This is an optimization exercise on Yosys and OpenROAD, whose aim is small area and a short achievable clock period, not a production implementation.
The RTL was checked by simulation tests, not by an equivalence proof against the original design.
Power and IR drop assume default switching activity.

==> run a <==
// pipelined_fpadder
module pipelined_fpadder (a,b,sub,rm,s,clk,clrn,e);
	input clk, clrn;
	input [15:0] a, b;
	input [1:0] rm;
	input sub;
	input e;
	output reg [15:0] s;
	wire [4:0] ea = a[14:10];
	wire [4:0] eb = b[14:10];
	wire ha = |ea;
	wire hb = |eb;
	wire [10:0] ma = {ha, a[9:0]};
	wire [10:0] mb = {hb, b[9:0]};
	wire [4:0] ee = ea + eb + 5'd17;           
	wire a_ff = &ea, b_ff = &eb;
	wire a_f0 = ~|a[9:0], b_f0 = ~|b[9:0];
	wire a_inf = a_ff & a_f0, b_inf = b_ff & b_f0;
	wire a_nan = a_ff & ~a_f0, b_nan = b_ff & ~b_f0;
	wire is_inf = a_inf | b_inf;
	wire is_nan = a_nan | b_nan | ((sub ^ a[15] ^ b[15]) & a_inf & b_inf);
	wire [8:0] nan9 = (a[8:0] > b[8:0]) ? a[8:0] : b[8:0];
	function [3:0] lz10;
		input [9:0] f;
		reg [15:0] g;
		reg [7:0] h8;
		reg [3:0] h4;
		reg [1:0] h2;
		reg z8, z4, z2;
		begin
			g = {f, 6'b111111};
			z8 = ~|g[15:8];
			h8 = z8 ? g[7:0] : g[15:8];
			z4 = ~|h8[7:4];
			h4 = z4 ? h8[3:0] : h8[7:4];
			z2 = ~|h4[3:2];
			h2 = z2 ? h4[1:0] : h4[3:2];
			lz10 = {z8, z4, z2, ~h2[1]};
		end
	endfunction
	wire [3:0] za = lz10(a[9:0]);
	wire [3:0] zb = lz10(b[9:0]);
	wire [3:0] la = ha ? 4'd0 : za + 4'd1;
	wire [3:0] lb = hb ? 4'd0 : zb + 4'd1;
	wire [4:0] ll = la + lb;
	wire [14:0] psn, pkn;
	wire pncin;
	fp_mul11 mul (.x(ma), .y(mb), .s_hn(psn), .k_hn(pkn), .ncin(pncin));
	reg [13:0] r_sn, r_kn;
	reg r_ncin;
	reg [4:0] r_e;
	reg [4:0] r_ll;
	reg [1:0] r_rm;
	reg r_sign, r_nan, r_inf;
	reg r_v;
	always @(posedge clk or negedge clrn) begin
		if (!clrn) r_v <= 0;
		else if (e) r_v <= 1'b1;
	end
	always @(posedge clk) begin
		if (e) begin
			r_sn <= psn[13:0];    
			r_kn <= pkn[13:0];
			r_ncin <= pncin;
			r_e <= is_nan ? nan9[8:4] : ee;      
			r_ll <= is_nan ? {1'b0, nan9[3:0]} : ll;
			r_rm <= rm;
			r_sign <= a[15] ^ b[15];
			r_nan <= is_nan;
			r_inf <= is_inf;
		end
	end
	wire [15:0] r_cw = {1'b0, r_sn, r_ncin} + {1'b0, r_kn, r_ncin};
	wire [14:0] r_c = ~r_cw[15:1];
	wire [15:0] res;
	wire ez = ~|r_e;
	wire [4:0] mm = {r_e[4:1], r_e[0] | ez};   
	wire r_x = r_ll < mm;
  ...
==> flow/config.mk <==
export PLATFORM = sky130hd
export DESIGN_NAME = pipelined_fpadder
export DESIGN_NICKNAME = pipelined_fpadder
export VERILOG_FILES = /design/flow/design.v
export SDC_FILE = /design/flow/constraint.sdc
export NUM_CORES = 4
export LEC_CHECK = 0
export ABC_AREA = 1
export CAP_MARGIN = 20
export CORE_MARGIN = 2
export CORE_UTILIZATION = 40
export CTS_BUF_LIST = sky130_fd_sc_hd__clkbuf_8
export SETUP_SLACK_MARGIN = 2.8
export SLEW_MARGIN = 20
export SYNTH_HIERARCHICAL = 1
==> flow/constraint.sdc <==
create_clock -name core_clock -period 7.0 [get_ports {clk}]
set_input_delay 1.4000 -clock core_clock [delete_from_list [all_inputs] [get_ports {clk}]]
set_output_delay 1.4000 -clock core_clock [all_outputs]
set_load 0.01 [all_outputs]
standard.sh (not shown) runs the stock make flow with config.mk's settings and CLKGATE_MAP_FILE= SYNTH_SCRIPT=/design/flow/synth_recipe.tcl, a recipe that flattens the netlist after the stock synthesis.
==> flow/flow/run.sh <==
#!/bin/bash
# The standard layout, with plain buffers (not delay buffers) on the ports.
set -euo pipefail
bash standard.sh "BUFFER_PORTS_ARGS=-buffer_cell sky130_fd_sc_hd__buf_1" finish > make_finish.log 2>&1
==> inputs of run b, as changes to run a <==
--- a/flow/design.v
+++ b/flow/design.v
@@ -1,12 +1,12 @@
-module fp_mul11 (x, y, s_hn, k_hn, ncin);
+module fp_mul11 (x, y, s_hi, k_hi, cin);
 	input [10:0] x, y;
-	output [14:0] s_hn, k_hn;
-	output ncin;
+	output [14:0] s_hi, k_hi;
+	output cin;
 	wire pp0_0 = ~(x[0] & y[0]);
 	wire pp0_1 = ~(x[0] & y[1]);
 	wire pp0_2 = ~(x[0] & y[2]);
 	wire pp0_3 = ~(x[0] & y[3]);
 	wire pp0_4 = ~(x[0] & y[4]);
 	wire pp0_5 = ~(x[0] & y[5]);
 	wire pp0_6 = ~(x[0] & y[6]);
 	wire pp0_7 = ~(x[0] & y[7]);
@@ -298,43 +298,40 @@
 	wire s173, k174;
 	fp_fa us173 (k106, s139, k138, s173, k174);
 	wire s175, k176;
 	fp_fa us175 (k110, s141, k140, s175, k176);
 	wire s177, k178;
 	fp_fa us177 (s143, k112, k142, s177, k178);
 	wire s179, k180;
 	fp_fa us179 (pp9_10, pp10_9, k144, s179, k180);
-	wire [21:0] na = {1'b1, k180, k178, k176, k174, k172, k170, k168, k166, k164, k162, k160, k158, k156, k154, k152, k150, k148, k146, s145, pp0_1, pp0_0};
-	wire [21:0] nb = {1'b1, pp10_10, s179, s177, s175, s173, s171, s169, s167, s165, s163, s161, s159, s157, s155, s153, s151, s149, s147, pp2_0, pp1_0, 1'b1};
-	wire [7:0] lo = na[6:0] + nb[6:0] + 1'b1;
-	assign ncin = lo[7];
-	assign s_hn = na[21:7];
-	assign k_hn = nb[21:7];
 	wire [21:0] ra = {1'b0, ~k180, ~k178, ~k176, ~k174, ~k172, ~k170, ~k168, ~k166, ~k164, ~k162, ~k160, ~k158, ~k156, ~k154, ~k152, ~k150, ~k148, ~k146, ~s145, ~pp0_1, ~pp0_0};
 	wire [21:0] rb = {1'b0, ~pp10_10, ~s179, ~s177, ~s175, ~s173, ~s171, ~s169, ~s167, ~s165, ~s163, ~s161, ~s159, ~s157, ~s155, ~s153, ~s151, ~s149, ~s147, ~pp2_0, ~pp1_0, 1'b0};
+	wire [7:0] lo = ra[6:0] + rb[6:0];
+	assign cin = lo[7];
+	assign s_hi = ra[21:7];
+	assign k_hi = rb[21:7];
 endmodule
 module fp_fa (a, b, c, s, co);
 	input a, b, c;
 	output s, co;
 	assign s = a ^ b ^ c;
 	assign co = (a & b) | (a & c) | (b & c);
 endmodule
 module fp_ha (a, b, s, co);
 	input a, b;
 	output s, co;
 	assign s = a ^ b;
 	assign co = a & b;
 endmodule
-module fp_norm (c, sh, x, eb, pay, rm, sign, nan, inf, res);
+module fp_norm (c, sh, x, eb, rm, sign, nan, inf, res);
 	input [14:0] c;       
 	input [3:0] sh;       
 	input x;              
 	input [4:0] eb;       
-	input [8:0] pay;      
 	input [1:0] rm;
 	input sign, nan, inf;
 	output [15:0] res;
 	wire [14:0] t = c << sh;
 	wire d = x & ~t[14];
 	wire [13:0] f0 = d ? t[13:0] : t[14:1];
 	wire rne = ~rm[1] & ~rm[0];
 	wire rup = (~rm[1] & rm[0] & sign) | (rm[1] & ~rm[0] & ~sign);
@@ -366,17 +363,17 @@
 	wire [4:0] ebp = eb + 5'd1;
 	wire [4:0] x0 = d ? ebm : eb;
 	wire [4:0] x1 = d ? eb : ebp;
 	wire [4:0] expo = cout ? x1 : x0;
 	wire e31 = &eb, e30 = (eb == 5'd30), e00 = (eb == 5'd0);
 	wire ovf = f0[13] & (d ? (e00 | (e31 & cout)) : (e31 | (e30 & cout)));
 	wire big = ovf & ~(rne | rup);        
 	assign res =
-		nan ? {1'b1, 5'h1f, 1'b1, pay} :
+		nan ? {1'b1, 5'h1f, 1'b1, eb, sh} :
 		(ovf | inf) ? {sign, 4'hf, ~big, {10{big}}} :
 		{sign, f0[13] ? expo : 5'd0, fr[9:0]};
 endmodule
 `timescale 1ns / 1ps
 module pipelined_fpadder (a,b,sub,rm,s,clk,clrn,e);
 	input clk, clrn;
 	input [15:0] a, b;
 	input [1:0] rm;
@@ -412,55 +409,61 @@
 			h4 = z4 ? h8[3:0] : h8[7:4];
 			z2 = ~|h4[3:2];
 			h2 = z2 ? h4[1:0] : h4[3:2];
 			lz10 = {z8, z4, z2, ~h2[1]};
 		end
 	endfunction
 	wire [3:0] za = lz10(a[9:0]);
 	wire [3:0] zb = lz10(b[9:0]);
-	wire [3:0] la = ha ? 4'd0 : za + 4'd1;
-	wire [3:0] lb = hb ? 4'd0 : zb + 4'd1;
-	wire [4:0] ll = la + lb;
-	wire [14:0] psn, pkn;
-	wire pncin;
-	fp_mul11 mul (.x(ma), .y(mb), .s_hn(psn), .k_hn(pkn), .ncin(pncin));
-	reg [13:0] r_sn, r_kn;
-	reg r_ncin;
-	reg [4:0] r_e;
-	reg [4:0] r_ll;
+	wire ez = ~|ee;
+	wire [4:0] mm = {ee[4:1], ee[0] | ez};     
+	wire [3:0] mc = mm[4] ? 4'd15 : mm[3:0];
+	wire [3:0] zs = ha ? zb : za;
+	wire [4:0] l1 = {1'b0, zs} + 5'd1;
+	wire x1 = l1 < mm;
+	wire [3:0] sh1 = x1 ? l1[3:0] : mc;
+	wire [4:0] eb_1 = x1 ? ee - {1'b0, zs} : {4'd0, ~ez};
+	wire [4:0] zz = {1'b0, za} + {1'b0, zb};
+	wire x2 = zz < 5'd15;
+	wire [3:0] sh2 = (zz > 5'd13) ? 4'd15 : zz[3:0] + 4'd2;
+	wire [4:0] eb_2 = x2 ? 5'd16 - zz : 5'd1;
+	wire both = ~ha & ~hb;
+	wire none = ha & hb;
+	wire ll_lt = none | (both ? x2 : x1);
+	wire [3:0] shc = none ? 4'd0 : both ? sh2 : sh1;
+	wire [4:0] eb1 = none ? ee + 5'd1 : both ? eb_2 : eb_1;
+	wire [14:0] ps, pk;
+	wire pcin;
+	fp_mul11 mul (.x(ma), .y(mb), .s_hi(ps), .k_hi(pk), .cin(pcin));
+	reg [13:0] r_ps, r_pk;
+	reg r_cin;
+	reg [4:0] r_eb;
+	reg [3:0] r_sh;
 	reg [1:0] r_rm;
-	reg r_sign, r_nan, r_inf;
-	reg r_v;
+	reg r_sign, r_x, r_nan, r_inf;
 	always @(posedge clk or negedge clrn) begin
-		if (!clrn) r_v <= 0;
-		else if (e) r_v <= 1'b1;
-	end
-	always @(posedge clk) begin
-		if (e) begin
-			r_sn <= psn[13:0];    
-			r_kn <= pkn[13:0];
-			r_ncin <= pncin;
-			r_e <= is_nan ? nan9[8:4] : ee;      
-			r_ll <= is_nan ? {1'b0, nan9[3:0]} : ll;
+		if (!clrn) begin
+			r_ps <= 0; r_pk <= 0; r_cin <= 0; r_eb <= 0; r_sh <= 0; r_rm <= 0;
+			r_sign <= 0; r_x <= 0; r_nan <= 0; r_inf <= 0;
+		end else if (e) begin
+			r_ps <= ps[13:0];    
+			r_pk <= pk[13:0];
+			r_cin <= pcin;
+			r_eb <= is_nan ? nan9[8:4] : eb1;    
+			r_sh <= is_nan ? nan9[3:0] : shc;
 			r_rm <= rm;
 			r_sign <= a[15] ^ b[15];
+			r_x <= ll_lt;
 			r_nan <= is_nan;
 			r_inf <= is_inf;
 		end
 	end
-	wire [15:0] r_cw = {1'b0, r_sn, r_ncin} + {1'b0, r_kn, r_ncin};
-	wire [14:0] r_c = ~r_cw[15:1];
+	wire [15:0] r_cw = {1'b0, r_ps, r_cin} + {1'b0, r_pk, r_cin};   
+	wire [14:0] r_c = r_cw[15:1];
 	wire [15:0] res;
-	wire ez = ~|r_e;
-	wire [4:0] mm = {r_e[4:1], r_e[0] | ez};   
-	wire r_x = r_ll < mm;
-	wire [4:0] shu = r_x ? r_ll : mm;
-	wire [3:0] r_sh = shu[4] ? 4'd15 : shu[3:0];
-	wire [4:0] r_eb = r_e + 5'd1 - {1'b0, r_sh};
-	fp_norm norm (.c(r_c), .sh(r_sh), .x(r_x), .eb(r_eb), .pay({r_e, r_ll[3:0]}), .rm(r_rm), .sign(r_sign),
+	fp_norm norm (.c(r_c), .sh(r_sh), .x(r_x), .eb(r_eb), .rm(r_rm), .sign(r_sign),
 		.nan(r_nan), .inf(r_inf), .res(res));
-	wire [15:0] res_v = res & {16{r_v}};
 	always @(posedge clk or negedge clrn) begin
 		if (!clrn) s <= 0;
-		else if (e) s <= res_v;
+		else if (e) s <= res;
 	end
 endmodule
==> flow/run.sh (new file) <==
#!/bin/bash
# synth_recipe.tcl (not shown) runs the flow's synth.tcl, then flattens the netlist and writes it again
# the make line also repeats each setting of config.mk as NAME=value (left out here)
make -C /OpenROAD-flow-scripts/flow DESIGN_CONFIG=/design/flow/config.mk WORK_HOME=/design/flow/orfs CLKGATE_MAP_FILE= SYNTH_SCRIPT=/design/flow/synth_recipe.tcl finish
- CTS_BUF_LIST: sky130_fd_sc_hd__clkbuf_8 -> not set
- SETUP_SLACK_MARGIN: 2.8 -> 0.3
removed: flow/flow/run.sh
removed: flow/standard.sh
==> comparison table <==
metric                                        run a        run b
Run status                 timing/DRC/antenna clean  timing/DRC/antenna clean
Final core utilization                        0.470        0.450
Largest stage delay, worst path             0.42 ns      0.79 ns
Post-place instance area                0.00884 mm2  0.00996 mm2
Global-route wire length before repair    35,000 um    40,900 um
HPWL Detailed                             15,800 um    19,200 um
Average cell area after synthesis          7.64 um2     6.89 um2
Power per Cell Area                      389 mW/mm2   295 mW/mm2
1st-pass router iterations                        8            5
P_leak                                   0.00482 uW   0.00532 uW
Worst setup margin                          2.84 ns      1.62 ns
Core Footprint                           0.0217 mm2   0.0228 mm2
Bufs w/o clock                                  119           62
Height of the chip                           152 um       157 um
GR Util All Layers                            0.182        0.207
Area taken by flip-flops and latches    0.00175 mm2  0.00150 mm2
Overall via count from detail_route           7,723        8,383
Buffer share of cell area                    0.0777       0.0573

## separate check: timing with driven ports
In the flow no input, the clock included, has a driving cell. The finished layouts below were timed again as built, in two steps. Step 1: set_driving_cell puts a clkbuf_16 on clk and a buf_2 on each other input, an assumption about the parent block. Step 2, shift: input delay + t, output delay - t, t = (earliest + latest rising clock arrival at the registers) / 2. This alone moves slack from input paths to output paths. a / b / c = ideal / step 1 / step 2; a / b = the first two.
run	shift t [ns]	setup WS [ns]	worst register clock-pin slew, ns	worst data-port slew with drivers (ns)
run a	0.387	2.839 / 2.839 / 2.559	0.08 / 0.08	0.04
run b	0.368	1.621 / 1.639 / 1.271	0.06 / 0.06	0.05
After both steps setup and hold are still met in every run listed. For run b, which loses most, drivers alone change the setup slack by +0.018 ns; drivers and shift together by -0.350 ns.
